Background: an optimization exercise with open tools, aiming at small area and a short achievable clock period. Do not read the settings as production practice.
The RTL was checked by simulation tests, not by an equivalence proof against the original design.

`config.mk`:
```
export PLATFORM = sky130hd
export DESIGN_NAME = nco_core
export DESIGN_NICKNAME = nco_core
export VERILOG_FILES = /design/flow/design.v
export SDC_FILE = /design/flow/constraint.sdc
export NUM_CORES = 4
export LEC_CHECK = 0
export ABC_AREA = 1
export CAP_MARGIN = 20
export CORE_MARGIN = 2
export CORE_UTILIZATION = 40
export SETUP_SLACK_MARGIN = 3.0
export SLEW_MARGIN = 20
export SYNTH_MEMORY_MAX_BITS = 65536
```
`standard.sh`:
```
#!/bin/bash
# synth_recipe.tcl (not shown) runs the flow's synth.tcl, then flattens the netlist and writes it again
# the make line also repeats each setting of config.mk as NAME=value (left out here)
make -C /OpenROAD-flow-scripts/flow DESIGN_CONFIG=/design/flow/config.mk WORK_HOME=/design/flow/orfs CLKGATE_MAP_FILE= SYNTH_SCRIPT=/design/flow/synth_recipe.tcl "${@:-finish}"
```
`constraint.sdc`:
```
create_clock -name core_clock -period 7.0 [get_ports {clk}]
set_input_delay 1.4000 -clock core_clock [delete_from_list [all_inputs] [get_ports {clk}]]
set_output_delay 1.4000 -clock core_clock [all_outputs]
set_load 0.01 [all_outputs]
```
`flow/run.sh`:
```
#!/bin/bash
# Standard synthesis and layout (standard.sh), with these layout settings changed:
# - ports are buffered with buf_2 instead of the delay-cell buffer buffer_ports picks;
# - timing repair may resize a cell into one of a different footprint;
# - clock tree: clkbuf_4/clkbuf_8 buffers and no dummy loads.
set -euo pipefail
cd "$(dirname "$0")/.."
bash standard.sh \
  "BUFFER_PORTS_ARGS=-buffer_cell sky130_fd_sc_hd__buf_2" \
  MATCH_CELL_FOOTPRINT=0 \
  "CTS_ARGS=-sink_clustering_enable -repair_clock_nets -dont_use_dummy_load -buf_list sky130_fd_sc_hd__clkbuf_8 -root_buf sky130_fd_sc_hd__clkbuf_8" \
  finish > flow_make.log 2>&1
```
`design.v`:
```
module pac(clk, eo, phase, amplitude);
parameter N = 14;
parameter P = 12;
input clk, eo;
input [N-1:0] phase;
output [P-1:0] amplitude;
wire [11:0] a = phase[12] ? ~phase[11:0] : phase[11:0];
reg [14:0] t0;
always @(*) begin
  case (a[11:4])
    8'd0: t0 = 15'd2;
    8'd1: t0 = 15'd202;
    8'd2: t0 = 15'd403;
    8'd3: t0 = 15'd604;
    8'd4: t0 = 15'd804;
    8'd5: t0 = 15'd1004;
    8'd6: t0 = 15'd1205;
    8'd7: t0 = 15'd1406;
    8'd8: t0 = 15'd1608;
    8'd9: t0 = 15'd1809;
    8'd10: t0 = 15'd2010;
    8'd11: t0 = 15'd2211;
    8'd12: t0 = 15'd2410;
    8'd13: t0 = 15'd2610;
    8'd14: t0 = 15'd2811;
    8'd15: t0 = 15'd3011;
    8'd16: t0 = 15'd3212;
    8'd17: t0 = 15'd3411;
    8'd18: t0 = 15'd3612;
    8'd19: t0 = 15'd3811;
    8'd20: t0 = 15'd4009;
    8'd21: t0 = 15'd4209;
    8'd22: t0 = 15'd4408;
    8'd23: t0 = 15'd4607;
    8'd24: t0 = 15'd4807;
    8'd25: t0 = 15'd5005;
    8'd26: t0 = 15'd5205;
    8'd27: t0 = 15'd5402;
    8'd28: t0 = 15'd5601;
    8'd29: t0 = 15'd5799;
    8'd30: t0 = 15'd5996;
    8'd31: t0 = 15'd6193;
    8'd32: t0 = 15'd6391;
    8'd33: t0 = 15'd6588;
    8'd34: t0 = 15'd6785;
    8'd35: t0 = 15'd6982;
    8'd36: t0 = 15'd7178;
    8'd37: t0 = 15'd7374;
    8'd38: t0 = 15'd7570;
    8'd39: t0 = 15'd7764;
    8'd40: t0 = 15'd7960;
    8'd41: t0 = 15'd8155;
    8'd42: t0 = 15'd8348;
    8'd43: t0 = 15'd8543;
    8'd44: t0 = 15'd8736;
    8'd45: t0 = 15'd8930;
    8'd46: t0 = 15'd9124;
    8'd47: t0 = 15'd9316;
    8'd48: t0 = 15'd9511;
    8'd49: t0 = 15'd9703;
    8'd50: t0 = 15'd9895;
    8'd51: t0 = 15'd10087;
    8'd52: t0 = 15'd10277;
    8'd53: t0 = 15'd10467;
    8'd54: t0 = 15'd10658;
    8'd55: t0 = 15'd10847;
    8'd56: t0 = 15'd11036;
    8'd57: t0 = 15'd11226;
    8'd58: t0 = 15'd11415;
    8'd59: t0 = 15'd11602;
    8'd60: t0 = 15'd11791;
    8'd61: t0 = 15'd11977;
    8'd62: t0 = 15'd12165;
    8'd63: t0 = 15'd12351;
    8'd64: t0 = 15'd12536;
    8'd65: t0 = 15'd12722;
    8'd66: t0 = 15'd12907;
    8'd67: t0 = 15'd13091;
    8'd68: t0 = 15'd13277;
    8'd69: t0 = 15'd13460;
    8'd70: t0 = 15'd13643;
    8'd71: t0 = 15'd13825;
    8'd72: t0 = 15'd14008;
    8'd73: t0 = 15'd14189;
    8'd74: t0 = 15'd14370;
    8'd75: t0 = 15'd14549;
    8'd76: t0 = 15'd14729;
    8'd77: t0 = 15'd14908;
    8'd78: t0 = 15'd15087;
    8'd79: t0 = 15'd15265;
    8'd80: t0 = 15'd15444;
    8'd81: t0 = 15'd15621;
    8'd82: t0 = 15'd15797;
    8'd83: t0 = 15'd15973;
    8'd84: t0 = 15'd16146;
    8'd85: t0 = 15'd16320;
    8'd86: t0 = 15'd16495;
    8'd87: t0 = 15'd16666;
    8'd88: t0 = 15'd16842;
    8'd89: t0 = 15'd17014;
    8'd90: t0 = 15'd17184;
    8'd91: t0 = 15'd17355;
    8'd92: t0 = 15'd17531;
    8'd93: t0 = 15'd17697;
    8'd94: t0 = 15'd17867;
    8'd95: t0 = 15'd18034;
    8'd96: t0 = 15'd18202;
    8'd97: t0 = 15'd18367;
    8'd98: t0 = 15'd18533;
    8'd99: t0 = 15'd18698;
    8'd100: t0 = 15'd18863;
    8'd101: t0 = 15'd19027;
    8'd102: t0 = 15'd19190;
    8'd103: t0 = 15'd19353;
    8'd104: t0 = 15'd19516;
    8'd105: t0 = 15'd19678;
    8'd106: t0 = 15'd19838;
    8'd107: t0 = 15'd19997;
    8'd108: t0 = 15'd20156;
    8'd109: t0 = 15'd20313;
    8'd110: t0 = 15'd20471;
    8'd111: t0 = 15'd20627;
    8'd112: t0 = 15'd20783;
    8'd113: t0 = 15'd20938;
    8'd114: t0 = 15'd21092;
    8'd115: t0 = 15'd21244;
    8'd116: t0 = 15'd21398;
    8'd117: t0 = 15'd21550;
    8'd118: t0 = 15'd21701;
    8'd119: t0 = 15'd21851;
    8'd120: t0 = 15'd22003;
    8'd121: t0 = 15'd22151;
    8'd122: t0 = 15'd22298;
    8'd123: t0 = 15'd22444;
    8'd124: t0 = 15'd22589;
    8'd125: t0 = 15'd22734;
    8'd126: t0 = 15'd22878;
    8'd127: t0 = 15'd23022;
    8'd128: t0 = 15'd23166;
    8'd129: t0 = 15'd23306;
    8'd130: t0 = 15'd23448;
    8'd131: t0 = 15'd23587;
    8'd132: t0 = 15'd23727;
    8'd133: t0 = 15'd23868;
    8'd134: t0 = 15'd24004;
    8'd135: t0 = 15'd24140;
    8'd136: t0 = 15'd24272;
    8'd137: t0 = 15'd24408;
    8'd138: t0 = 15'd24543;
    8'd139: t0 = 15'd24672;
    8'd140: t0 = 15'd24806;
    8'd141: t0 = 15'd24936;
    8'd142: t0 = 15'd25064;
    8'd143: t0 = 15'd25192;
    8'd144: t0 = 15'd25327;
    8'd145: t0 = 15'd25455;
    8'd146: t0 = 15'd25579;
    8'd147: t0 = 15'd25703;
    8'd148: t0 = 15'd25827;
    8'd149: t0 = 15'd25951;
    8'd150: t0 = 15'd26071;
    8'd151: t0 = 15'd26192;
    8'd152: t0 = 15'd26314;
    8'd153: t0 = 15'd26433;
    8'd154: t0 = 15'd26550;
    8'd155: t0 = 15'd26668;
    8'd156: t0 = 15'd26784;
    8'd157: t0 = 15'd26899;
    8'd158: t0 = 15'd27012;
    8'd159: t0 = 15'd27124;
    8'd160: t0 = 15'd27241;
    8'd161: t0 = 15'd27350;
    8'd162: t0 = 15'd27460;
    8'd163: t0 = 15'd27569;
    8'd164: t0 = 15'd27679;
    8'd165: t0 = 15'd27785;
    8'd166: t0 = 15'd27890;
    8'd167: t0 = 15'd27994;
    8'd168: t0 = 15'd28101;
    8'd169: t0 = 15'd28203;
    8'd170: t0 = 15'd28302;
    8'd171: t0 = 15'd28404;
    8'd172: t0 = 15'd28506;
    8'd173: t0 = 15'd28604;
    8'd174: t0 = 15'd28702;
    8'd175: t0 = 15'd28797;
    8'd176: t0 = 15'd28893;
    8'd177: t0 = 15'd28986;
    8'd178: t0 = 15'd29079;
    8'd179: t0 = 15'd29170;
    8'd180: t0 = 15'd29262;
    8'd181: t0 = 15'd29352;
    8'd182: t0 = 15'd29440;
    8'd183: t0 = 15'd29525;
    8'd184: t0 = 15'd29615;
    8'd185: t0 = 15'd29701;
    8'd186: t0 = 15'd29786;
    8'd187: t0 = 15'd29868;
    8'd188: t0 = 15'd29951;
    8'd189: t0 = 15'd30031;
    8'd190: t0 = 15'd30110;
    8'd191: t0 = 15'd30189;
    8'd192: t0 = 15'd30267;
    8'd193: t0 = 15'd30343;
    8'd194: t0 = 15'd30418;
    8'd195: t0 = 15'd30492;
    8'd196: t0 = 15'd30566;
    8'd197: t0 = 15'd30638;
    8'd198: t0 = 15'd30709;
    8'd199: t0 = 15'd30777;
    8'd200: t0 = 15'd30845;
    8'd201: t0 = 15'd30913;
    8'd202: t0 = 15'd30977;
    8'd203: t0 = 15'd31041;
    8'd204: t0 = 15'd31108;
    8'd205: t0 = 15'd31170;
    8'd206: t0 = 15'd31231;
    8'd207: t0 = 15'd31290;
    8'd208: t0 = 15'd31350;
    8'd209: t0 = 15'd31407;
    8'd210: t0 = 15'd31464;
    8'd211: t0 = 15'd31518;
    8'd212: t0 = 15'd31574;
    8'd213: t0 = 15'd31626;
    8'd214: t0 = 15'd31677;
    8'd215: t0 = 15'd31728;
    8'd216: t0 = 15'd31780;
    8'd217: t0 = 15'd31828;
    8'd218: t0 = 15'd31873;
    8'd219: t0 = 15'd31919;
    8'd220: t0 = 15'd31965;
    8'd221: t0 = 15'd32007;
    8'd222: t0 = 15'd32050;
    8'd223: t0 = 15'd32090;
    8'd224: t0 = 15'd32131;
    8'd225: t0 = 15'd32170;
    8'd226: t0 = 15'd32207;
    8'd227: t0 = 15'd32241;
    8'd228: t0 = 15'd32280;
    8'd229: t0 = 15'd32312;
    8'd230: t0 = 15'd32344;
    8'd231: t0 = 15'd32375;
    8'd232: t0 = 15'd32407;
    8'd233: t0 = 15'd32435;
    8'd234: t0 = 15'd32462;
    8'd235: t0 = 15'd32488;
    8'd236: t0 = 15'd32522;
    8'd237: t0 = 15'd32541;
    8'd238: t0 = 15'd32569;
    8'd239: t0 = 15'd32587;
    8'd240: t0 = 15'd32603;
    8'd241: t0 = 15'd32621;
    8'd242: t0 = 15'd32639;
    8'd243: t0 = 15'd32655;
    8'd244: t0 = 15'd32671;
    8'd245: t0 = 15'd32684;
    8'd246: t0 = 15'd32696;
    8'd247: t0 = 15'd32704;
    8'd248: t0 = 15'd32720;
    8'd249: t0 = 15'd32732;
    8'd250: t0 = 15'd32736;
    8'd251: t0 = 15'd32736;
    8'd252: t0 = 15'd32750;
    8'd253: t0 = 15'd32752;
    8'd254: t0 = 15'd32752;
    8'd255: t0 = 15'd32752;
    default: t0 = 15'd0;
  endcase
end
reg [7:0] k;
always @(*) begin
  case (a[11:6])
    6'd0: k = 8'd198;
    6'd1: k = 8'd202;
    6'd2: k = 8'd198;
    6'd3: k = 8'd200;
    6'd4: k = 8'd198;
    6'd5: k = 8'd199;
    6'd6: k = 8'd198;
    6'd7: k = 8'd198;
    6'd8: k = 8'd196;
    6'd9: k = 8'd195;
    6'd10: k = 8'd196;
    6'd11: k = 8'd195;
    6'd12: k = 8'd189;
    6'd13: k = 8'd188;
    6'd14: k = 8'd188;
    6'd15: k = 8'd186;
    6'd16: k = 8'd185;
    6'd17: k = 8'd181;
    6'd18: k = 8'd179;
    6'd19: k = 8'd179;
    6'd20: k = 8'd174;
    6'd21: k = 8'd176;
    6'd22: k = 8'd172;
    6'd23: k = 8'd164;
    6'd24: k = 8'd166;
    6'd25: k = 8'd163;
    6'd26: k = 8'd158;
    6'd27: k = 8'd156;
    6'd28: k = 8'd154;
    6'd29: k = 8'd149;
    6'd30: k = 8'd143;
    6'd31: k = 8'd145;
    6'd32: k = 8'd140;
    6'd33: k = 8'd133;
    6'd34: k = 8'd130;
    6'd35: k = 8'd131;
    6'd36: k = 8'd121;
    6'd37: k = 8'd121;
    6'd38: k = 8'd117;
    6'd39: k = 8'd115;
    6'd40: k = 8'd108;
    6'd41: k = 8'd104;
    6'd42: k = 8'd101;
    6'd43: k = 8'd94;
    6'd44: k = 8'd92;
    6'd45: k = 8'd89;
    6'd46: k = 8'd80;
    6'd47: k = 8'd79;
    6'd48: k = 8'd74;
    6'd49: k = 8'd68;
    6'd50: k = 8'd63;
    6'd51: k = 8'd59;
    6'd52: k = 8'd56;
    6'd53: k = 8'd51;
    6'd54: k = 8'd46;
    6'd55: k = 8'd41;
    6'd56: k = 8'd36;
    6'd57: k = 8'd30;
    6'd58: k = 8'd27;
    6'd59: k = 8'd10;
    6'd60: k = 8'd17;
    6'd61: k = 8'd16;
    6'd62: k = 8'd5;
    6'd63: k = 8'd5;
    default: k = 8'd0;
  endcase
end
wire r = ({a[11:6], a[3:0]} == 10'd223) | ({a[11:6], a[3:0]} == 10'd303) | ({a[11:6], a[3:0]} == 10'd411) | ({a[11:6], a[3:0]} == 10'd450) | ({a[11:6], a[3:0]} == 10'd455) | ({a[11:6], a[3:0]} == 10'd463) | ({a[11:6], a[3:0]} == 10'd477) | ({a[11:6], a[3:0]} == 10'd525) | ({a[11:6], a[3:0]} == 10'd630) | ({a[11:6], a[3:0]} == 10'd663) | ({a[11:6], a[3:0]} == 10'd837) | ({a[11:6], a[3:0]} == 10'd853) | ({a[11:6], a[3:0]} == 10'd861);
wire w0 = (a[0] & k[2]) ^ (a[1] & k[1]) ^ (a[2] & k[0]);
wire w1 = ((a[0] & k[2]) & (a[1] & k[1])) | ((a[0] & k[2]) & (a[2] & k[0])) | ((a[1] & k[1]) & (a[2] & k[0]));
wire w2 = (a[0] & k[3]) ^ (a[1] & k[2]) ^ (a[2] & k[1]);
wire w3 = ((a[0] & k[3]) & (a[1] & k[2])) | ((a[0] & k[3]) & (a[2] & k[1])) | ((a[1] & k[2]) & (a[2] & k[1]));
wire w4 = (a[0] & k[4]) ^ (a[1] & k[3]) ^ (a[2] & k[2]);
wire w5 = ((a[0] & k[4]) & (a[1] & k[3])) | ((a[0] & k[4]) & (a[2] & k[2])) | ((a[1] & k[3]) & (a[2] & k[2]));
wire w6 = (a[0] & k[5]) ^ (a[1] & k[4]) ^ (a[2] & k[3]);
wire w7 = ((a[0] & k[5]) & (a[1] & k[4])) | ((a[0] & k[5]) & (a[2] & k[3])) | ((a[1] & k[4]) & (a[2] & k[3]));
wire w8 = (a[0] & k[6]) ^ (a[1] & k[5]) ^ (a[2] & k[4]);
wire w9 = ((a[0] & k[6]) & (a[1] & k[5])) | ((a[0] & k[6]) & (a[2] & k[4])) | ((a[1] & k[5]) & (a[2] & k[4]));
wire w10 = (a[0] & k[7]) ^ (a[1] & k[6]) ^ (a[2] & k[5]);
wire w11 = ((a[0] & k[7]) & (a[1] & k[6])) | ((a[0] & k[7]) & (a[2] & k[5])) | ((a[1] & k[6]) & (a[2] & k[5]));
wire w12 = (a[1] & k[7]) ^ (a[2] & k[6]) ^ (a[3] & k[5]);
wire w13 = ((a[1] & k[7]) & (a[2] & k[6])) | ((a[1] & k[7]) & (a[3] & k[5])) | ((a[2] & k[6]) & (a[3] & k[5]));
wire w14 = w1 ^ w2 ^ (a[3] & k[0]);
wire w15 = (w1 & w2) | (w1 & (a[3] & k[0])) | (w2 & (a[3] & k[0]));
wire w16 = w3 ^ w4 ^ (a[3] & k[1]);
wire w17 = (w3 & w4) | (w3 & (a[3] & k[1])) | (w4 & (a[3] & k[1]));
wire w18 = w5 ^ w6 ^ (a[3] & k[2]);
wire w19 = (w5 & w6) | (w5 & (a[3] & k[2])) | (w6 & (a[3] & k[2]));
wire w20 = w7 ^ w8 ^ (a[3] & k[3]);
wire w21 = (w7 & w8) | (w7 & (a[3] & k[3])) | (w8 & (a[3] & k[3]));
wire w22 = w9 ^ w10 ^ (a[3] & k[4]);
wire w23 = (w9 & w10) | (w9 & (a[3] & k[4])) | (w10 & (a[3] & k[4]));
wire w24 = w13 ^ (a[2] & k[7]) ^ (a[3] & k[6]);
wire w25 = (w13 & (a[2] & k[7])) | (w13 & (a[3] & k[6])) | ((a[2] & k[7]) & (a[3] & k[6]));
wire w26 = w23 ^ w11 ^ w12;
wire w27 = (w23 & w11) | (w23 & w12) | (w11 & w12);
wire w28 = w15 ^ w16 ^ t0[0];
wire w29 = (w15 & w16) | (w15 & t0[0]) | (w16 & t0[0]);
wire w30 = w17 ^ w18 ^ t0[1];
wire w31 = (w17 & w18) | (w17 & t0[1]) | (w18 & t0[1]);
wire w32 = w19 ^ w20 ^ t0[2];
wire w33 = (w19 & w20) | (w19 & t0[2]) | (w20 & t0[2]);
wire w34 = w21 ^ w22 ^ t0[3];
wire w35 = (w21 & w22) | (w21 & t0[3]) | (w22 & t0[3]);
wire w36 = w27 ^ w24 ^ t0[5];
wire w37 = (w27 & w24) | (w27 & t0[5]) | (w24 & t0[5]);
wire w38 = w25 ^ (a[3] & k[7]) ^ t0[6];
wire w39 = (w25 & (a[3] & k[7])) | (w25 & t0[6]) | ((a[3] & k[7]) & t0[6]);
wire w40 = w35 ^ w26 ^ t0[4];
wire w41 = (w35 & w26) | (w35 & t0[4]) | (w26 & t0[4]);
wire [18:0] x = {t0[14], t0[13], t0[12], t0[11], t0[10], t0[9], t0[8], w39, w37, w41, w40, w33, w31, w29, w28, w14, w0, (a[0] & k[1]), (a[0] & k[0])};
wire [18:0] y = {1'b0, 1'b0, 1'b0, 1'b0, 1'b0, 1'b0, 1'b0, t0[7], w38, w36, 1'b0, w34, w32, w30, 1'b0, 1'b0, 1'b0, (a[1] & k[0]), 1'b0};
wire [4:0] lo = x[3:0] + y[3:0];
reg [14:0] xr, yr;
reg cr, rr, q13, eos;
always @(posedge clk) begin
    xr <= x[18:4];
    yr <= y[18:4];
    cr <= lo[4];
    rr <= r;
    q13 <= phase[13];
    eos <= eo;
end
wire [15:0] s = xr + yr + cr + rr;
wire [10:0] m = s[14:4];
assign amplitude = eos ? (q13 ? {1'b0, ~m} : {1'b1, m}) : {P{1'b0}};
endmodule
module phase_accumulator(clk, reset, mode, fph, word_in, word_out, phase);
    parameter M = 48;
    parameter N = 14;
    input clk, reset, fph;
    input [1:0] mode;
    input  [M-1:0] word_in;
    output [M-1:0] word_out;
    output [N-1:0] phase;
    reg [M-1:0] freq, acc;
    wire run = mode == 2'b00;
    wire wr  = mode == 2'b11;
    wire rd  = mode == 2'b10;
    wire wf = wr & fph;
    wire wa = wr & ~fph;
    assign phase    = acc[M-1:M-N];
    assign word_out = ({M{rd & fph}} & freq) | ({M{rd & ~fph}} & acc);
    wire [M-1:0] g0 = acc & freq;
    wire [M-1:0] p0 = acc ^ freq;
    localparam TOPL = 16;  
    reg [M-1:0] G, P;
    integer l, i;
    always @(*) begin
        G = g0; P = p0;
        for (l = 1; l < M; l = l * 2)
            for (i = 2*l-1; i < M; i = i + 2*l) begin
                G[i] = G[i] | (P[i] & G[i-l]);
                P[i] = P[i] & P[i-l];
            end
        for (l = TOPL; l >= 1; l = l / 2)
            for (i = 3*l-1; i < M; i = i + 2*l) begin
                G[i] = G[i] | (P[i] & G[i-l]);
                P[i] = P[i] & P[i-l];
            end
    end
    wire [M-1:0] sum = p0 ^ {G[M-2:0], 1'b0};
    wire [M-1:0] acc_n = run ? sum : (wa ? word_in : acc);
    always @ (posedge clk, posedge reset)
        if (reset) begin
            freq  <= 'b0;
            acc   <= 'b0;
        end else begin
            acc <= acc_n;
            if (wf) freq <= word_in;
        end
endmodule
module nco_core(clk, reset, mode, fph, word_in, word_out, amplitude);
    parameter M = 48;
    parameter N = 14;
    parameter P = 12;
    input clk, reset, fph;
    input [1:0] mode;
    input  [M-1:0] word_in;
    output [M-1:0] word_out;
    output [P-1:0] amplitude;
    wire [N-1:0] phase;
    phase_accumulator #(.M(M), .N(N)) U2_pa (
        .clk        (clk),
        .reset      (reset),
        .mode       (mode),
        .fph        (fph),
        .word_in    (word_in),
        .word_out   (word_out),
        .phase      (phase)
    );
    pac #(.N(N), .P(P)) U4_pac (
        .clk        (clk),
        .eo         (!reset && mode == 2'b00),
        .phase      (phase),
        .amplitude  (amplitude)
    );
endmodule
```
==> flow_summary.json, run 1 <==
{
  "syn-num-nets": 2027,
  "setup_tns_ns": 0,
  "yosysWarnings": 2,
  "rows": 64,
  "met2_usage": 0.441,
  "netlist_area_um2": 12500,
  "grt_pass1_vias": 12873,
  "root_buffer": "clkbuf_8",
  "start_util": 0.408,
  "place_congestion": 1.02,
  "timing.slew.headroom": 0.448,
  "die_y_um": 181,
  "gr-usage-met1": 0.383,
  "ys_ff_latch": 121,
  "clk_latency_ns": 0.46,
  "synthArstFlopShare": 0.793,
  "path_cells": "buf_12 -> xor2_4 -> ha_2 -> ha_1 -> inv_1 -> nand2_1 -> inv_1 -> a21oi_1 -> o21ai_0 -> nand2_1 -> nand2_1 -> nor2_1 -> fa_1 -> fa_1",
  "htree_levels": 4,
  "reg2reg_to": "U4_pac.xr[4]",
  "cts_sinks": 121,
  "path_class": "flop to flop",
  "arrival_ns": 4.38,
  "drt_first_pass_iters": 6,
  "synth.avg_cell_area_um2": 6.80,
  "seqCellArea_um2": 2910,
  "start_kind": "flop",
  "wl_mm": 48.3,
  "drt-vias-per-instance": 5.82,
  "gr-max-usage-layer": "met2",
  "gr-usage-met3": 0.0609,
  "die-area_um2": 32700,
  "hold_path_class": "flop to flop",
  "route.detailed.drc": 0,
  "r2r_slack_ns": 2.95,
  "fin_nets": 2120,
  "clk_pin_slew_ns": 0.07,
  "core_um2": 30700,
  "fin_crit_sh": 0.579,
  "finalHoldViolations": 0,
  "syn2layout_area_growth_pct": 13.5,
  "fin_worst_skew_ns": 0.0299,
  "clockBufferDepth": 2,
  "final_common_cell": "nand2_1",
  "slew_violations": 0,
  "worstSetupEndpointType": "flop",
  "layout_common_cells": "nand2_1 (466), inv_1 (244), nor2_1 (133)",
  "crit_slowest_cell": "dfrtp_4",
  "multi_input_area_um2": 8580,
  "wl_per_cell_um": 20.8,
  "reg2regPathDepth": 14,
  "drive_gt1_frac": 0.132,
  "dieWidth_um": 181,
  "grt_start_max_net_pins": 97,
  "track_usage": 0.285,
  "synth_ff_type": "dfrtp_1",
  "vias": 13533,
  "ys_seq_area_frac": 0.232,
  "cp_top_family": "adder cells",
  "maxCapViolCount": 0,
  "synth_edf_count": 0,
  "worst-path-buf-inv": 3,
  "status": "complete, no violations",
  "r2r-start": "U2_pa.acc[46]",
  "min_period_ns": 4.05,
  "ant_nets": 0,
  "cp_max_fo": 13,
  "worstPathRequired_ns": 7.33,
  "drtIter0Drc": 1646,
  "holdPathStages": 0,
  "antenna_found_initial": 1,
  "pre_cts_ws_ns": 1.99,
  "max_slew.worst_pin.slew_ns": 0.827,
  "dp_hpwl_mm": 32.8,
  "cts_tree": "yes",
  "overflow": 0,
  "min_from": "U2_pa.acc[47]",
  "numPortBuffers": 112,
  "numCtsBuffers": 17,
  "fillCellCount": 3251,
  "num_antenna_cells": 0,
  "rsz0062_at_grt": "yes",
  "synthesis.instances": 1838,
  "worst_path_largest_cell_delay_ns": 0.55,
  "max_freq_ghz": 0.247,
  "io_pins": 113,
  "setup_viol": 0,
  "layout_setup_ws_ns": 2.95,
  "min_to": "U4_pac.q13",
  "crit_top_cell": "nand2_1",
  "grt_first_pass_wirelength_mm": 73.1,
  "ys_types": 49
}
-- cells by family after synthesis --
group           share of synthesized area
flops                               0.232
fa+ha+maj                           0.164
buf+inv                             0.110
simple gates                        0.267
compound gates                      0.188
xor+xnor                           0.0385
-- how the worst max path moves through the flow --
| stage | start | end | slack [ns] | depth (start not counted) |
|---|---|---|---|---|
| floorplan | reset | U2_pa.acc[0] | 3.09 | 1 |
| global placement | mode[0] | word_out[41] | 1.94 | 5 |
| detailed placement | U2_pa.acc[46] | U4_pac.xr[4] | 1.99 | 13 |
| CTS | mode[0] | word_out[41] | 2.88 | 5 |
| global route | U2_pa.acc[46] | U4_pac.xr[4] | 2.86 | 14 |
| finish | U2_pa.acc[46] | U4_pac.xr[4] | 2.95 | 14 |
-- Yosys cell counts (2+ instances only) --
cell type  count  area share
dfrtp_1       96        0.19
xor2_1         5      0.0035
a21o_1         5      0.0030
nand2_1      479        0.14
a221oi_1      11      0.0077
o31ai_1        4      0.0024
o21ai_1       18      0.0072
ha_1          89       0.089
xor2_4         2      0.0044
clkbuf_1      43       0.013
inv_2          5      0.0015
o2111ai_1      2      0.0014
nand4_1       26       0.013
o21bai_1       2      0.0012
o22ai_1       55       0.028
dfxtp_1       25       0.040
buf_1          6      0.0018
xnor2_2        4      0.0052
or2_2          3      0.0015
nand3b_1       2      0.0012
o221ai_1      36       0.025
o211ai_1      23       0.014
nand2_2       12      0.0060
nor2_2         2      0.0010
buf_2         26       0.010
xnor2_4        2      0.0044
buf_6          3      0.0027
a21oi_1       98       0.039
buf_4          6      0.0036
nor3_1        20      0.0080
o21ai_0      123       0.049
nor2_4         2      0.0018
nor2_1       138       0.041
inv_1        250       0.075
xnor2_1       30       0.021
a211oi_1       2      0.0012
nand2_4        2      0.0018
a31o_2         2      0.0014
fa_1          47       0.075
a31oi_1       11      0.0055
nand3_1      113       0.045
-- timing repair --
action                                  4_1_cts  5_1_grt
gates cloned                                  3        7
gates resized for setup                      32       52
hold buffers                                  0        0
pin swaps                                     4       10
setup buffers                                 7       13
endpoints found under the setup margin       73       85
-- stage by stage --
| stage | std cells | hold slack [ns] | util | instance area [um^2] |
|---|---|---|---|---|
| 5_1_grt | 2325 | 0.406 | 0.462 | 14200 |
| 3_3_place_gp | 2277 | 0.357 | 0.434 | 13300 |
| 2_1_floorplan | 1838 | 0.347 | - | 12500 |
| 4_1_cts | 2304 | 0.391 | 0.449 | 13800 |
| 3_5_place_dp | 2277 | 0.374 | 0.434 | 13300 |
| 6_report | 2325 | 0.385 | 0.462 | 14200 |
-- state kept, by name, summed over array words and instances, names as in the netlist --
| name | count |
|---|---|
| U2_pa.acc | 48 |
| U2_pa.freq | 48 |
| U4_pac.cr | 1 |
| U4_pac.eos | 1 |
| U4_pac.q13 | 1 |
| U4_pac.rr | 1 |
| U4_pac.xr | 15 |
| U4_pac.yr | 6 |
-- area by class of cell --
class                      instances  area share
clock buffer                      17      0.0165
inverter                         256      0.0697
multi-input combinational       1383       0.605
sequential                       121       0.205
tap                              396      0.0349
timing repair buffer             151      0.0684
timing repair inverter             1    0.000529
-- per-layer routing --
layer | up-vias | part of all wire
li1 | 6263 | -
met1 | 6284 | 0.41
met2 | 840 | 0.44
met3 | 146 | 0.11
met4 | 0 | 0.044
met5 | - | 0
==> inputs of run 2 (changes only) <==
--- a/config.mk
+++ b/config.mk
@@ -10,3 +10,3 @@
 export CORE_MARGIN = 2
-export CORE_UTILIZATION = 40
+export CORE_UTILIZATION = 65
 export SETUP_SLACK_MARGIN = 3.0
==> run 2 against run 1 <==
Compared with the run above:
- non-clock buffer count increased by 4
- routed wire length barely moved
- synthesized cell count is the same
- clock skew grew 0.023 ns
- register-to-register slack improved by 0.06 ns
- worst setup slack better by 0.057 ns
- area after synthesis did not move
- via count up 8.4%
- critical path type unchanged
- highest routed layer unchanged
==> flow_summary.json, run 2 <==
{
  "synthesis.instances": 1838,
  "r2r-start": "U2_pa.acc[46]",
  "numPortBuffers": 112,
  "synthArstFlopShare": 0.793,
  "track_usage": 0.464,
  "synth.avg_cell_area_um2": 6.80,
  "grt_first_pass_wirelength_mm": 72.9,
  "final_common_cell": "nand2_1",
  "maxCapViolCount": 0,
  "synth_edf_count": 0,
  "fillCellCount": 1345,
  "drtIter0Drc": 2538,
  "ys_ff_latch": 121,
  "ys_seq_area_frac": 0.232,
  "worstPathRequired_ns": 7.33,
  "synthTopCellsByCount": "nand2_1 (479), inv_1 (250), nor2_1 (138)",
  "wl_mm": 48.4,
  "layout_common_cells": "nand2_1 (468), inv_1 (246), nor2_1 (135)",
  "crit_top_cell": "fa_1",
  "syn-num-nets": 2027,
  "dp_hpwl_mm": 31.7,
  "finalHoldViolations": 0,
  "worst_path_largest_cell_delay_ns": 0.55,
  "clockBufferDepth": 2,
  "die-area_um2": 20400,
  "rows": 50,
  "dieWidth_um": 143,
  "seqCellArea_um2": 2910,
  "min_from": "U2_pa.freq[9]",
  "crit_slowest_cell": "fa_1",
  "ctsHoldBuffers": 0,
  "rsz0062_at_grt": "yes",
  "slew_violations": 0,
  "multi_input_area_um2": 8530,
  "setup_tns_ns": 0,
  "wl_per_cell_um": 22.3,
  "overflow": 0,
  "cp_max_fo": 10,
  "numCtsBuffers": 17,
  "path_cells": "buf_6 -> inv_6 -> nand2_4 -> nand2_8 -> buf_4 -> nor2_4 -> nor2_2 -> a21oi_1 -> nand3_1 -> nor2_1 -> fa_1 -> inv_1 -> fa_1 -> inv_1 -> fa_1 -> fa_1",
  "max_slew.worst_pin.slew_ns": 1.04,
  "grt_start_max_net_pins": 97,
  "synthTopCellsByArea": "dfrtp_1 (19%), nand2_1 (14%), ha_1 (8.9%)",
  "drt_first_pass_iters": 11,
  "synth_most_common_cell": "nand2_1",
  "timing.slew.headroom": 0.304,
  "clk_pin_slew_ns": 0.07,
  "max_freq_ghz": 0.250,
  "start_util": 0.666,
  "reg_top3": "U2_pa.acc (48), U2_pa.freq (48), U4_pac.xr (15)",
  "worstSetupEndpointType": "flop",
  "io_pins": 113,
  "clk_latency_ns": 0.47,
  "yosysWarnings": 2,
  "status": "complete, no violations",
  "drt-vias-per-instance": 6.78,
  "start_kind": "flop",
  "min_period_ns": 4.00,
  "worst-path-buf-inv": 5,
  "fin_nets": 2121,
  "synth_ff_type": "dfrtp_1",
  "setup_viol": 0,
  "core_um2": 18800,
  "synth_top_cell_by_area": "dfrtp_1",
  "syn2layout_area_growth_pct": 11.5,
  "cts_sinks": 121,
  "place_congestion": 1.10,
  "cp_top_family": "adder cells",
  "synth_top_area_frac": 0.192,
  "whs_ns": 0.522,
  "fin_crit_sh": 0.571,
  "hold_path_class": "flop to flop",
  "num_antenna_cells": 0,
  "htree_levels": 4,
  "drive_gt1_frac": 0.127,
  "root_buffer": "clkbuf_8",
  "antenna_found_initial": 0,
  "route.detailed.drc": 0,
  "die_y_um": 143,
  "ant_nets": 0,
  "grt_pass1_vias": 13771,
  "ys_types": 49,
  "netlist_area_um2": 12500,
  "cp-startpoint": "U2_pa.acc[46]",
  "vias": 14672,
  "fin_worst_skew_ns": 0.0531,
  "arrival_ns": 4.33,
  "path_class": "flop to flop",
  "fin_util": 0.742,
  "cts_tree": "yes"
}
==> run 2: path summary, 6_finish.rpt <==
| path | endpoint | slack [ns] | cells after the start |
|---|---|---|---|
| hold reg to reg | U2_pa.freq[9] | 0.52 | 2 |
| max in group asynchronous | U2_pa.acc[46] | 4.71 | 3 |
| min in group asynchronous | U2_pa.freq[32] | 0.93 | 2 |
| hold / removal | U2_pa.freq[9] | 0.52 | 2 |
| setup reg to reg | U4_pac.xr[4] | 3.00 | 16 |
| setup / recovery | U4_pac.xr[4] | 3.00 | 16 |
==> run 2: through the flow <==
| step | area, um^2 | worst slack (ns) | instances |
|---|---|---|---|
| after detailed placement | 13100 | 1.68 | 2112 |
| after floorplan | 12500 | 3.09 | 1838 |
| after CTS | 13600 | 2.94 | 2144 |
| after global routing | 13900 | 2.92 | 2164 |
| after global placement | 13100 | 1.78 | 2110 |
| final | 13900 | 3.00 | 2164 |
==> run 2: cell type report <==
cell class,count,share of cell area
multi-input combinational,1381,0.612
sequential,121,0.209
inverter,256,0.0712
timing repair buffer,155,0.0702
tap,234,0.0210
clock buffer,17,0.0168
==> run 2: kinds of logic after synthesis <==
logic type               count (synthesis)  synth area share
adder cells (fa/ha/maj)                136             0.164
AND/OR/NAND/NOR                        802             0.267
XOR/XNOR                                43            0.0385
AO/OA/AOI/OAI                          395             0.188
flip-flops                             121             0.232
buffers and inverters                  341             0.110
==> run 2: routing by layer <==
metal | wire (um) | vias to the layer above | GRT usage
li1 | - | 6257 | -
met2 | 21500 | 1370 | 0.736
met3 | 6820 | 362 | 0.115
met5 | 0 | - | 0
met1 | 16400 | 6683 | 0.580
met4 | 3660 | 0 | 0.260
==> run 2: what timing repair did <==
action | 4_1_cts | 5_1_grt
cloned | 3 | 3
setup buffers | 12 | 17
setup endpoints to repair | 49 | 11
pin swaps | 5 | 6
resized for setup | 33 | 36
==> run 2: worst min-delay path, delay by kind of cell (launching register included) <==
kind / cells / cell delay [ns]
DFF: 1 / 0.36
AOI/OAI and AO/OA: 1 / 0.07
and+or+nand+nor: 1 / 0.05
==> inputs of run 3 (changes only) <==
--- a/config.mk
+++ b/config.mk
@@ -10,3 +10,3 @@
 export CORE_MARGIN = 2
-export CORE_UTILIZATION = 65
+export CORE_UTILIZATION = 55
 export SETUP_SLACK_MARGIN = 3.0
==> run 3 against run 2 <==
Compared with the run above:
- still clean on timing, DRC and antenna
- area after synthesis stayed put
- clock skew shrank 0.010 ns
- worst setup slack improved by 0.031 ns
- synthesized cell count unchanged
- clock-buffer cell count did not move
- die area is 18% higher
- final cell count grew 2.5%
- largest cell class unchanged
==> flow_summary.json, run 3 <==
{
  "synthArstFlopShare": 0.793,
  "maxCapViolCount": 0,
  "gr-usage-met3": 0.0726,
  "wl_mm": 46.6,
  "max_slew.worst_pin.slew_ns": 1.05,
  "hold_path_class": "flop to flop",
  "fillCellCount": 2143,
  "synthesis.instances": 1838,
  "synthTopCellsByArea": "dfrtp_1 (19%), nand2_1 (14%), ha_1 (8.9%)",
  "numCtsBuffers": 17,
  "timing.slew.headroom": 0.298,
  "htree_levels": 4,
  "die_y_um": 155,
  "ctsHoldBuffers": 0,
  "status": "complete, no violations",
  "yosysWarnings": 2,
  "cts_tree": "yes",
  "place_congestion": 1.05,
  "ant_nets": 0,
  "synth_ff_type": "dfrtp_1",
  "clockBufferDepth": 2,
  "dp_hpwl_mm": 31.8,
  "layout_common_cells": "nand2_1 (472), inv_1 (243), nor2_1 (133)",
  "synth_top_cell_by_area": "dfrtp_1",
  "numPortBuffers": 112,
  "fin_worst_skew_ns": 0.0429,
  "slew_violations": 0,
  "arrival_ns": 4.29,
  "ys_types": 49,
  "route.detailed.drc": 0,
  "start_kind": "flop",
  "setup_viol": 0,
  "r2r_slack_ns": 3.03,
  "drive_gt1_frac": 0.131,
  "worst_path_largest_cell_delay_ns": 0.52,
  "min_period_ns": 3.97,
  "rows": 55,
  "final_common_cell": "nand2_1",
  "wl_per_cell_um": 21.0,
  "clk_pin_slew_ns": 0.08,
  "clk_latency_ns": 0.46,
  "crit_slowest_cell": "dfrtp_4",
  "gr-max-usage-layer": "met2",
  "synthTopCellsByCount": "nand2_1 (479), inv_1 (250), nor2_1 (138)",
  "ys_ff_latch": 121,
  "setup_tns_ns": 0,
  "root_buffer": "clkbuf_8",
  "die-area_um2": 23900,
  "worstSetupEndpointType": "flop",
  "synth.avg_cell_area_um2": 6.80,
  "reg2regPathDepth": 15,
  "crit_top_cell": "fa_1",
  "finalHoldViolations": 0,
  "rsz0062_at_grt": "yes",
  "fin_util": 0.623,
  "grt_pass1_vias": 12802,
  "syn2layout_area_growth_pct": 12.1,
  "io_pins": 113,
  "antenna_found_initial": 0,
  "seqCellArea_um2": 2910,
  "drtIter0Drc": 1928,
  "grt_first_pass_wirelength_mm": 70.1,
  "max_freq_ghz": 0.252,
  "num_antenna_cells": 0,
  "multi_input_area_um2": 8520,
  "netlist_area_um2": 12500,
  "synth_top_area_frac": 0.192,
  "fin_crit_sh": 0.566,
  "met2_usage": 0.597,
  "core_um2": 22500,
  "reg_top3": "U2_pa.acc (48), U2_pa.freq (48), U4_pac.xr (15)",
  "path_class": "flop to flop",
  "cts_sinks": 121,
  "worst-path-buf-inv": 5,
  "synth_edf_count": 0,
  "drt_first_pass_iters": 7,
  "path_cells": "buf_8 -> nand2_1 -> nand2_4 -> nor2_4 -> buf_6 -> inv_4 -> o221ai_1 -> nand3_1 -> nor2_1 -> fa_1 -> inv_1 -> fa_1 -> inv_1 -> fa_2 -> fa_1",
  "ys_seq_area_frac": 0.232,
  "drt-vias-per-instance": 6.21,
  "worstPathRequired_ns": 7.33,
  "crit_cells": 15,
  "fin_nets": 2125,
  "overflow": 0,
  "synth_most_common_cell": "nand2_1",
  "vias": 13791,
  "cp_top_family": "adder cells",
  "dieWidth_um": 155,
  "gr-usage-met1": 0.485,
  "cp_max_fo": 27,
  "holdPathStages": 0,
  "syn-num-nets": 2027,
  "grt_start_max_net_pins": 97,
  "start_util": 0.555,
  "track_usage": 0.376
}
[run 3: what timing repair did]
item | in CTS | in global routing
endpoints found under the setup margin | 22 | 11
resized for setup | 28 | 44
setup buffers | 11 | 21
pin swaps | 2 | 9
cloned | 1 | 5
[run 3: cell type report]
| class | instances | share of cell area |
|---|---|---|
| Multi-Input combinational cell | 1381 | 0.608 |
| Sequential cell | 121 | 0.208 |
| Timing Repair Buffer | 159 | 0.0718 |
| Inverter | 256 | 0.0707 |
| Tap cell | 285 | 0.0255 |
| Clock buffer | 17 | 0.0167 |
[run 3: cell families (layout without fill, tap and decap cells)]
| kind of cell | count (synthesis) | count (layout) | share of synthesized area |
|---|---|---|---|
| AO/OA/AOI/OAI | 395 | 395 | 0.188 |
| flip-flops | 121 | 121 | 0.232 |
| XOR/XNOR | 43 | 44 | 0.0385 |
| AND/OR/NAND/NOR | 802 | 806 | 0.267 |
| adder cells (fa/ha/maj) | 136 | 136 | 0.164 |
| buffers and inverters | 341 | 432 | 0.110 |
[run 3: routing by layer]
layer / vias to the layer above / wire length, um / share of wire
met4: 0 / 2950 / 0.063
met5: - / 0 / 0
met2: 940 / 21000 / 0.45
li1: 6280 / - / -
met1: 6339 / 17400 / 0.37
met3: 232 / 5200 / 0.11
[run 3: path summary, 6_finish.rpt]
check | to | start
max | U4_pac.xr[4] | U2_pa.acc[46]
min | U4_pac.q13 | U2_pa.acc[47]
max reg2reg | U4_pac.xr[4] | U2_pa.acc[46]
min reg2reg | U4_pac.q13 | U2_pa.acc[47]
max in group asynchronous | U2_pa.acc[46] | reset
min in group asynchronous | U2_pa.freq[28] | reset
[run 3: metrics by stage]
stage          instance area, um^2  cells  hold WS, ns  setup slack, ns
2_1_floorplan                12500   1838        0.347             3.09
3_3_place_gp                 13100   2163        0.415             1.97
3_5_place_dp                 13100   2163        0.422             1.82
4_1_cts                      13600   2192        0.425             2.95
5_1_grt                      14000   2219        0.412             2.93
6_report                     14000   2219        0.414             3.03
==> inputs of run 4 (changes only) <==
--- a/flow/run.sh
+++ b/flow/run.sh
@@ -2,3 +2,3 @@
 # Standard synthesis and layout (standard.sh), with these layout settings changed:
-# - ports are buffered with buf_2 instead of the delay-cell buffer buffer_ports picks;
+# - ports are buffered with buf_1 instead of the delay-cell buffer buffer_ports picks;
 # - timing repair may resize a cell into one of a different footprint;
@@ -8,3 +8,3 @@
 bash standard.sh \
-  "BUFFER_PORTS_ARGS=-buffer_cell sky130_fd_sc_hd__buf_2" \
+  "BUFFER_PORTS_ARGS=-buffer_cell sky130_fd_sc_hd__buf_1" \
   MATCH_CELL_FOOTPRINT=0 \
==> run 4 against run 3 <==
Compared with the run above:
- die area did not move
- sequential share of layout area barely moved
- area after synthesis did not move
- first-iteration DRC count fell by 3.3%
- flip-flop and latch count did not move
- cell area fell by 0.12%
- non-clock buffer count rose by 7
- hold slack improved by 0.026 ns
- critical endpoint unchanged
==> flow_summary.json, run 4 <==
{
  "fin_crit_sh": 0.565,
  "io_pins": 113,
  "core_um2": 22500,
  "reg2reg_to": "U4_pac.xr[4]",
  "worstPathRequired_ns": 7.32,
  "start_kind": "flop",
  "clk_latency_ns": 0.46,
  "setup_viol": 0,
  "placedCellCount": 2166,
  "status": "complete, no violations",
  "rows": 55,
  "fillCellCount": 2071,
  "antenna_found_initial": 0,
  "whs_ns": 0.440,
  "cts_sinks": 121,
  "wl_per_cell_um": 20.9,
  "synth_top_cell_by_area": "dfrtp_1",
  "route.detailed.drc": 0,
  "dieWidth_um": 155,
  "htree_levels": 4,
  "wl_met1_mm": 17.5,
  "maxCapViolCount": 0,
  "numPortBuffers": 112,
  "synth_most_common_cell": "nand2_1",
  "fin_worst_skew_ns": 0.0447,
  "die_y_um": 155,
  "worstSetupEndpointType": "flop",
  "max_slew.worst_pin.slew_ns": 1.01,
  "cts_tree": "yes",
  "ctsHoldBuffers": 0,
  "slew_violations": 0,
  "top_layer_used": "met4",
  "ys_seq_area_frac": 0.232,
  "cp-startpoint": "U2_pa.acc[46]",
  "synth_ff_type": "dfrtp_1",
  "cp_max_fo": 8,
  "die-area_um2": 23900,
  "num_antenna_cells": 0,
  "ys_types": 49,
  "synthTopCellsByCount": "nand2_1 (479), inv_1 (250), nor2_1 (138)",
  "yosysWarnings": 2,
  "drive_gt1_frac": 0.0772,
  "ys_ff_latch": 121,
  "root_buffer": "clkbuf_8",
  "synthTopCellsByArea": "dfrtp_1 (19%), nand2_1 (14%), ha_1 (8.9%)",
  "drt-vias-per-instance": 6.27,
  "max_freq_ghz": 0.253,
  "synth_top_area_frac": 0.192,
  "grt_first_pass_wirelength_mm": 71.0,
  "synth_edf_count": 0,
  "min_to": "U4_pac.q13",
  "numCtsBuffers": 17,
  "multi_input_area_um2": 8550,
  "arrival_ns": 4.28,
  "timing.slew.headroom": 0.326,
  "min_period_ns": 3.96,
  "layout_common_cells": "nand2_1 (468), inv_1 (242), nor2_1 (134)",
  "syn2layout_area_growth_pct": 12.0,
  "rsz0062_at_grt": "no",
  "grt_pass1_vias": 13120,
  "ant_nets": 0,
  "finalHoldViolations": 0,
  "place_congestion": 1.03,
  "r2r_slack_ns": 3.04,
  "synthesis.instances": 1838,
  "synthArstFlopShare": 0.793,
  "synth.avg_cell_area_um2": 6.80,
  "vias": 13955,
  "fin_nets": 2133,
  "wl_mm": 46.6,
  "reg_top3": "U2_pa.acc (48), U2_pa.freq (48), U4_pac.xr (15)",
  "wl_met3_mm": 5.22,
  "seqCellArea_um2": 2910,
  "syn-num-nets": 2027,
  "start_util": 0.555,
  "track_usage": 0.380,
  "dp_hpwl_mm": 32.0,
  "drtIter0Drc": 1864,
  "grt_start_max_net_pins": 97,
  "drt_first_pass_iters": 12,
  "clockBufferDepth": 2,
  "setup_tns_ns": 0,
  "holdPathStages": 0,
  "final_common_cell": "nand2_1",
  "dr_wl_met2_mm": 21.1,
  "instances_no_fill": 2227,
  "netlist_area_um2": 12500,
  "reg2regPathDepth": 13,
  "clk_pin_slew_ns": 0.07,
  "path_class": "flop to flop",
  "hold_path_class": "flop to flop",
  "min_from": "U2_pa.acc[47]",
  "r2r-start": "U2_pa.acc[46]",
  "overflow": 0
}
## run 4: through the flow
stage	util	cell area [um^2]	worst slack, ns
2_1_floorplan	-	12500	3.09
3_3_place_gp	0.577	13000	1.96
3_5_place_dp	0.582	13100	1.88
4_1_cts	0.601	13500	2.93
5_1_grt	0.622	14000	2.97
6_report	0.622	14000	3.04
## run 4: routing by layer
| metal | vias to the layer above | track usage |
|---|---|---|
| met1 | 6462 | 0.487 |
| met4 | 0 | 0.205 |
| met3 | 234 | 0.0804 |
| met2 | 952 | 0.602 |
| met5 | - | 0 |
| li1 | 6307 | - |
## run 4: cells by family after synthesis
group,share of synthesized area
AND/OR/NAND/NOR,0.267
XOR/XNOR,0.0385
AO/OA/AOI/OAI,0.188
adder cells (fa/ha/maj),0.164
flip-flops,0.232
buffers and inverters,0.110
## run 4: worst max path at each step
stage	end	depth (start not counted)
after floorplan	U2_pa.acc[0]	1
after global placement	word_out[46]	4
after detailed placement	U4_pac.xr[4]	12
after CTS	U4_pac.xr[4]	15
after global routing	U4_pac.xr[4]	13
final	U4_pac.xr[4]	13
## run 4: area by class of cell
| class | count | share of cell area |
|---|---|---|
| sequential | 121 | 0.208 |
| multi-input combinational | 1382 | 0.611 |
| tap | 285 | 0.0255 |
| inverter | 256 | 0.0708 |
| timing repair buffer | 166 | 0.0684 |
| clock buffer | 17 | 0.0167 |
## run 4: worst max-delay path, cell delays in order (launching register included)
cell and delay, ns:
dfrtp_4 0.52, buf_4 0.21, xor2_4 0.23, ha_2 0.56, nor2_1 0.10, nor2_2 0.40, nand2_1 0.11, o211ai_1 0.13
nand3_1 0.11, o21ai_0 0.33, nand2_1 0.11, nor2_1 0.36, fa_1 0.27, fa_1 0.40
## run 4: what timing repair did
action,CTS,global route
endpoints found under the setup margin,62,40
pin swaps,2,7
hold endpoints to repair,0,0
gates resized for setup,27,49
setup buffers,5,33
cloned,1,5
==> inputs of run 5 (changes only) <==
==> flow/run.sh (replaced) <==
#!/bin/bash
# Standard synthesis and layout (standard.sh), with two layout settings changed:
# ports are buffered with buf_2 instead of the delay-cell buffer buffer_ports picks,
# and timing repair may resize a cell into one of a different footprint.
set -euo pipefail
cd "$(dirname "$0")/.."
bash standard.sh \
  "BUFFER_PORTS_ARGS=-buffer_cell sky130_fd_sc_hd__buf_2" \
  MATCH_CELL_FOOTPRINT=0 \
  finish > flow_make.log 2>&1
--- a/config.mk
+++ b/config.mk
@@ -10,3 +10,3 @@
 export CORE_MARGIN = 2
-export CORE_UTILIZATION = 55
+export CORE_UTILIZATION = 40
 export SETUP_SLACK_MARGIN = 3.0
==> run 5 against run 4 <==
Compared with the run above:
- still clean
- synthesized cell count is the same
- cell area grew 4.0%
- non-clock buffer count shrank 10
- via count shrank 2.2%
- flip-flop and latch count is the same
- first-iteration DRC count shrank 19%
- die area grew 36%
- critical endpoint is now word_out[47]
- largest cell class unchanged
==> flow_summary.json, run 5 <==
{
  "status": "complete, no violations",
  "max_slew.worst_pin.slew_ns": 0.823,
  "yosysWarnings": 2,
  "final_common_cell": "nand2_1",
  "grt_first_pass_wirelength_mm": 73.9,
  "rows": 64,
  "worst_path_largest_cell_delay_ns": 0.28,
  "synthesis.instances": 1838,
  "instances_no_fill": 2346,
  "clockBufferDepth": 2,
  "setup_viol": 0,
  "reg2regPathDepth": 14,
  "path_class": "input pin to output pin",
  "timing.slew.headroom": 0.451,
  "reg2reg_to": "U4_pac.xr[4]",
  "maxCapViolCount": 0,
  "clk_latency_ns": 0.43,
  "worstPathRequired_ns": 5.60,
  "drtIter0Drc": 1517,
  "ys_seq_area_frac": 0.232,
  "placedCellCount": 2277,
  "drive_gt1_frac": 0.141,
  "synth_edf_count": 0,
  "setup_tns_ns": 0,
  "num_antenna_cells": 0,
  "hold_path_class": "flop to flop",
  "synthArstFlopShare": 0.793,
  "place_congestion": 1.02,
  "numPortBuffers": 112,
  "vias": 13642,
  "drt_first_pass_iters": 6,
  "synth_ff_type": "dfrtp_1",
  "crit_slowest_cell": "buf_2",
  "die-area_um2": 32700,
  "die_y_um": 181,
  "synthTopCellsByCount": "nand2_1 (479), inv_1 (250), nor2_1 (138)",
  "cp_top_family": "buffers and inverters",
  "ant_nets": 0,
  "root_buffer": "clkbuf_16",
  "fin_worst_skew_ns": 0.0106,
  "seqCellArea_um2": 2910,
  "route.detailed.drc": 0,
  "clk_pin_slew_ns": 0.06,
  "ys_types": 49,
  "finalHoldViolations": 0,
  "worst-path-buf-inv": 4,
  "start_util": 0.408,
  "ctsHoldBuffers": 0,
  "synth_top_area_frac": 0.192,
  "track_usage": 0.288,
  "fillCellCount": 3222,
  "start_kind": "input pin",
  "layout_common_cells": "nand2_1 (466), inv_1 (243), nor2_1 (133)",
  "rsz0062_at_grt": "yes",
  "ys_ff_latch": 121,
  "cts_sinks": 121,
  "antenna_found_initial": 1,
  "overflow": 0,
  "wl_mm": 48.8,
  "holdPathStages": 0,
  "numCtsBuffers": 17,
  "htree_levels": 4,
  "min_from": "U2_pa.acc[47]",
  "synth_top_cell_by_area": "dfrtp_1",
  "cts_tree": "yes",
  "cp_max_fo": 48,
  "wl_per_cell_um": 20.8,
  "synth.avg_cell_area_um2": 6.80,
  "syn2layout_area_growth_pct": 16.4,
  "min_period_ns": 3.98,
  "crit_top_cell": "buf_2",
  "r2r-start": "U2_pa.acc[46]",
  "netlist_area_um2": 12500,
  "path_cells": "buf_2 -> inv_1 -> nand3_2 -> buf_12 -> o22ai_1 -> buf_2",
  "arrival_ns": 2.58,
  "synth_most_common_cell": "nand2_1",
  "core_um2": 30700,
  "min_to": "U4_pac.q13",
  "multi_input_area_um2": 8580,
  "fin_nets": 2126,
  "reg_top3": "U2_pa.acc (48), U2_pa.freq (48), U4_pac.xr (15)",
  "dp_hpwl_mm": 32.8,
  "grt_start_max_net_pins": 97,
  "drt-vias-per-instance": 5.82,
  "r2r_slack_ns": 3.12,
  "fin_util": 0.474,
  "dieWidth_um": 181,
  "synthTopCellsByArea": "dfrtp_1 (19%), nand2_1 (14%), ha_1 (8.9%)",
  "worstSetupEndpointType": "output pin",
  "fin_crit_sh": 0.569,
  "max_freq_ghz": 0.251,
  "io_pins": 113,
  "slew_violations": 0,
  "grt_pass1_vias": 13034,
  "syn-num-nets": 2027
}
-- run 5: cell counts after synthesis --
Identical to the previous run, type by type.
-- run 5: layout make-up --
cell class,instances,area share
timing repair inverter,1,0.000516
tap,396,0.0340
multi-input combinational,1384,0.590
sequential,121,0.200
clock inverter,12,0.00774
timing repair buffer,156,0.0680
inverter,256,0.0681
clock buffer,20,0.0321
-- run 5: worst reg2reg max path, cell delays in order (launching register included) --
cell and delay [ns]:
dfrtp_4 0.54, buf_12 0.19, xnor2_4 0.38, nand2_2 0.12, inv_1 0.12, buf_12 0.11, o211ai_1 0.11, nand3_1 0.17
nor2_1 0.08, fa_1 0.53, inv_1 0.05, fa_1 0.49, inv_1 0.05, fa_1 0.40, fa_1 0.42
-- run 5: cells by family after synthesis --
group	synth area share
AND/OR/NAND/NOR	0.267
AO/OA/AOI/OAI	0.188
buffers and inverters	0.110
adder cells (fa/ha/maj)	0.164
flip-flops	0.232
XOR/XNOR	0.0385
-- run 5: worst max path at each step --
stage,startpoint,endpoint,slack (ns),cells after the start
2_1_floorplan,reset,U2_pa.acc[0],3.09,1
3_3_place_gp,mode[0],word_out[41],1.94,5
3_5_place_dp,U2_pa.acc[46],U4_pac.xr[4],1.99,13
4_1_cts,U2_pa.acc[46],U4_pac.xr[4],2.94,14
5_1_grt,U2_pa.acc[46],U4_pac.xr[4],2.95,14
6_report,fph,word_out[47],3.02,6
-- run 5: layer usage --
layer | GRT usage | share of wire | up-vias
li1 | - | - | 6304
met3 | 0.0574 | 0.096 | 167
met2 | 0.447 | 0.44 | 778
met1 | 0.386 | 0.42 | 6393
met4 | 0.136 | 0.048 | 0
met5 | 0 | 0 | -
-- run 5: repair_timing --
| action | 4_1_cts | 5_1_grt |
|---|---|---|
| setup endpoints to repair | 86 | 39 |
| buffers inserted | 7 | 19 |
| pin swaps | 3 | 9 |
| gates resized for setup | 38 | 46 |
| gates cloned | 4 | 6 |
-- run 5: per-stage QoR --
stage / hold slack [ns] / area, um^2 / setup slack [ns]
6_report: 0.382 / 14600 / 3.02
5_1_grt: 0.402 / 14600 / 2.95
4_1_cts: 0.388 / 14100 / 2.94
3_5_place_dp: 0.374 / 13300 / 1.99
3_3_place_gp: 0.357 / 13300 / 1.94
2_1_floorplan: 0.347 / 12500 / 3.09
==> inputs of run 6 (changes only) <==
==> flow/run.sh (replaced) <==
#!/bin/bash
# The standard synthesis and layout (standard.sh), with these layout settings changed:
# - ports are buffered with buf_1 instead of the delay-cell buffer buffer_ports picks
#   (timing repair still resizes the ones on critical paths);
# - timing repair may resize a cell into one of a different footprint;
# - clock tree: clkbuf_8 buffers and no dummy loads.
# All output of the flow goes to flow_make.log; ORFS keeps each step's log under orfs/logs/.
set -euo pipefail
cd "$(dirname "$0")/.."
bash standard.sh \
  "BUFFER_PORTS_ARGS=-buffer_cell sky130_fd_sc_hd__buf_1" \
  MATCH_CELL_FOOTPRINT=0 \
  "CTS_ARGS=-sink_clustering_enable -repair_clock_nets -dont_use_dummy_load -buf_list sky130_fd_sc_hd__clkbuf_8 -root_buf sky130_fd_sc_hd__clkbuf_8" \
  finish > flow_make.log 2>&1
--- a/config.mk
+++ b/config.mk
@@ -8,7 +8,7 @@
 export ABC_AREA = 1
-export CAP_MARGIN = 20
+export CAP_MARGIN = 5
 export CORE_MARGIN = 2
-export CORE_UTILIZATION = 40
+export CORE_UTILIZATION = 55
 export SETUP_SLACK_MARGIN = 3.0
-export SLEW_MARGIN = 20
+export SLEW_MARGIN = 5
 export SYNTH_MEMORY_MAX_BITS = 65536
==> run 6 against run 5 <==
Compared with the run above:
- core utilization up 15 points
- largest cell class unchanged
- worst setup slack worse by 0.013 ns
- still clean on timing, DRC and antenna
- synthesized cell count unchanged
- routed wire length down 1.4%
- clock skew up 0.030 ns
==> flow_summary.json, run 6 <==
{
  "status": "complete, no violations",
  "syn-num-nets": 2027,
  "layout_common_cells": "nand2_1 (470), inv_1 (243), nor2_1 (135)",
  "clockBufferDepth": 2,
  "drt_first_pass_iters": 7,
  "root_buffer": "clkbuf_8",
  "worstPathRequired_ns": 5.60,
  "cp_max_fo": 12,
  "yosysWarnings": 2,
  "crit_slowest_cell": "o22ai_1",
  "wl_per_cell_um": 21.6,
  "synth_edf_count": 0,
  "fin_util": 0.626,
  "ys_types": 49,
  "cp_top_family": "buffers and inverters",
  "fin_worst_skew_ns": 0.0407,
  "start_kind": "input pin",
  "max_slew.worst_pin.slew_ns": 1.05,
  "min_period_ns": 4.00,
  "crit_top_cell": "buf_4",
  "grt_pass1_vias": 13423,
  "numPortBuffers": 112,
  "slew_violations": 0,
  "synth_ff_type": "dfrtp_1",
  "clk_pin_slew_ns": 0.06,
  "htree_levels": 4,
  "cts_tree": "yes",
  "synthArstFlopShare": 0.793,
  "hold_path_class": "flop to flop",
  "ant_nets": 0,
  "synth.avg_cell_area_um2": 6.80,
  "netlist_area_um2": 12500,
  "synth_top_area_frac": 0.192,
  "drtIter0Drc": 1963,
  "numCtsBuffers": 17,
  "io_pins": 113,
  "place_congestion": 1.03,
  "die_y_um": 155,
  "grt_first_pass_wirelength_mm": 74.0,
  "drt-vias-per-instance": 6.24,
  "syn2layout_area_growth_pct": 12.8,
  "fillCellCount": 2077,
  "setup_tns_ns": 0,
  "route.detailed.drc": 0,
  "ctsHoldBuffers": 0,
  "overflow": 0,
  "die-area_um2": 23900,
  "dr_wl_met2_mm": 22.3,
  "num_antenna_cells": 0,
  "synthesis.instances": 1838,
  "rows": 55,
  "max_freq_ghz": 0.250,
  "worst-path-buf-inv": 4,
  "finalHoldViolations": 0,
  "wl_met3_mm": 5.55,
  "grt_start_max_net_pins": 97,
  "path_class": "input pin to output pin",
  "antenna_found_initial": 0,
  "start_util": 0.555,
  "dieWidth_um": 155,
  "wl_mm": 48.2,
  "wl_met1_mm": 17.7,
  "reg_top3": "U2_pa.acc (48), U2_pa.freq (48), U4_pac.xr (15)",
  "worst_path_largest_cell_delay_ns": 0.26,
  "worstSetupEndpointType": "output pin",
  "rsz0062_at_grt": "yes",
  "vias": 13884,
  "ys_seq_area_frac": 0.232,
  "synth_most_common_cell": "nand2_1",
  "setup_viol": 0,
  "fin_nets": 2132,
  "arrival_ns": 2.60,
  "synth_top_cell_by_area": "dfrtp_1",
  "path_cells": "buf_4 -> clkinvlp_4 -> buf_4 -> nand3_4 -> o22ai_1 -> buf_1",
  "synthTopCellsByCount": "nand2_1 (479), inv_1 (250), nor2_1 (138)",
  "synthTopCellsByArea": "dfrtp_1 (19%), nand2_1 (14%), ha_1 (8.9%)",
  "track_usage": 0.399,
  "ys_ff_latch": 121,
  "dp_hpwl_mm": 31.7,
  "drive_gt1_frac": 0.0824,
  "top_layer_used": "met4",
  "core_um2": 22500,
  "timing.slew.headroom": 0.300,
  "final_common_cell": "nand2_1",
  "fin_crit_sh": 0.571,
  "clk_latency_ns": 0.47,
  "maxCapViolCount": 0,
  "cts_sinks": 121
}
run 6: metal layers:
metal / vias to the layer above / GRT usage
li1: 6312 / -
met4: 0 / 0.208
met3: 225 / 0.0925
met1: 6349 / 0.499
met5: - / 0
met2: 998 / 0.646
run 6: what timing repair did:
action	CTS	global route
endpoints found under the setup margin	62	57
pin swaps	6	6
endpoints found under the hold margin	0	0
gates cloned	11	3
setup buffers	16	17
gates resized for setup	59	39
run 6: worst paths after layout:
path | slack, ns | endpoint | depth (start not counted) | start
max | 3.00 | word_out[0] | 6 | fph
min | 0.43 | U4_pac.q13 | 0 | U2_pa.acc[47]
max reg2reg | 3.04 | U4_pac.xr[4] | 14 | U2_pa.acc[46]
min reg2reg | 0.43 | U4_pac.q13 | 0 | U2_pa.acc[47]
max in group asynchronous | 4.71 | U2_pa.acc[46] | 3 | reset
min in group asynchronous | 0.91 | U2_pa.freq[27] | 2 | reset
run 6: layout make-up:
class / count / area (um^2) / area share
Tap cell: 285 / 357 / 0.0253
Clock buffer: 17 / 234 / 0.0166
Multi-Input combinational cell: 1390 / 8750 / 0.621
Timing Repair Buffer: 157 / 846 / 0.0600
Sequential cell: 121 / 2910 / 0.206
Inverter: 256 / 998 / 0.0708
run 6: cell families (layout without fill, tap and decap cells):
family          Yosys count  after routing  share of synthesized area
compound gates          395            395                      0.188
buf+inv                 341            430                      0.110
flops                   121            121                      0.232
simple gates            802            816                      0.267
fa+ha+maj               136            136                      0.164
xor+xnor                 43             43                     0.0385
run 6: worst reg2reg max path, stage by stage (launching register included):
cell,delay [ns]
dfrtp_4,0.57
buf_4,0.21
xnor2_4,0.39
ha_1,0.39
ha_1,0.37
inv_1,0.16
nand2_1,0.16
o21ai_0,0.15
nand2_1,0.08
o21ai_0,0.07
o21ai_1,0.15
nand2_1,0.07
nor2_1,0.40
fa_1,0.29
fa_1,0.40
run 6: through the flow:
stage	setup slack, ns	hold WS (ns)	instances	cell area (um^2)
2_1_floorplan	3.09	0.347	1838	12500
3_3_place_gp	1.96	0.417	2162	13000
3_5_place_dp	1.88	0.415	2162	13000
4_1_cts	2.99	0.419	2206	13800
5_1_grt	2.90	0.433	2226	14100
6_report	3.00	0.430	2226	14100

## separate check: timing with driven ports
No port has a modelled driver above. Below, the same layouts with a new extraction and two added sets of constraints.
Step 1 sets driving cells, clkbuf_16 on the clock port and buf_2 on the other inputs (assumed; they add their load-dependent delay and slew).
Step 2 adds t to the input delays and takes it off the output delays; t is the mean of the earliest and latest rising clock arrival at the registers after step 1. Input paths then give back, and output paths get back, about the clock's delay inside the block.
a / b / c = no drivers / after step 1 / after step 2; a / b = the first two.
run | t (ns) | setup slack, ns | worst data-port slew with drivers (ns) | pins driven straight from the clock port
run 1 | 0.499 | 2.947 / 2.947 / 2.769 | 0.04 | 1
run 2 | 0.487 | 3.004 / 2.993 / 2.818 | 0.05 | 1
run 3 | 0.485 | 3.035 / 3.035 / 3.035 | 0.05 | 1
run 4 | 0.488 | 3.042 / 3.042 / 3.009 | 0.05 | 1
run 5 | 0.481 | 3.015 / 2.993 / 2.731 | 0.04 | 1
run 6 | 0.493 | 3.002 / 2.980 / 2.784 | 0.05 | 1
After both steps every run listed still meets setup and hold. The setup slack of run 5, which loses most, moves by -0.022 ns with the drivers and by -0.284 ns with both steps.
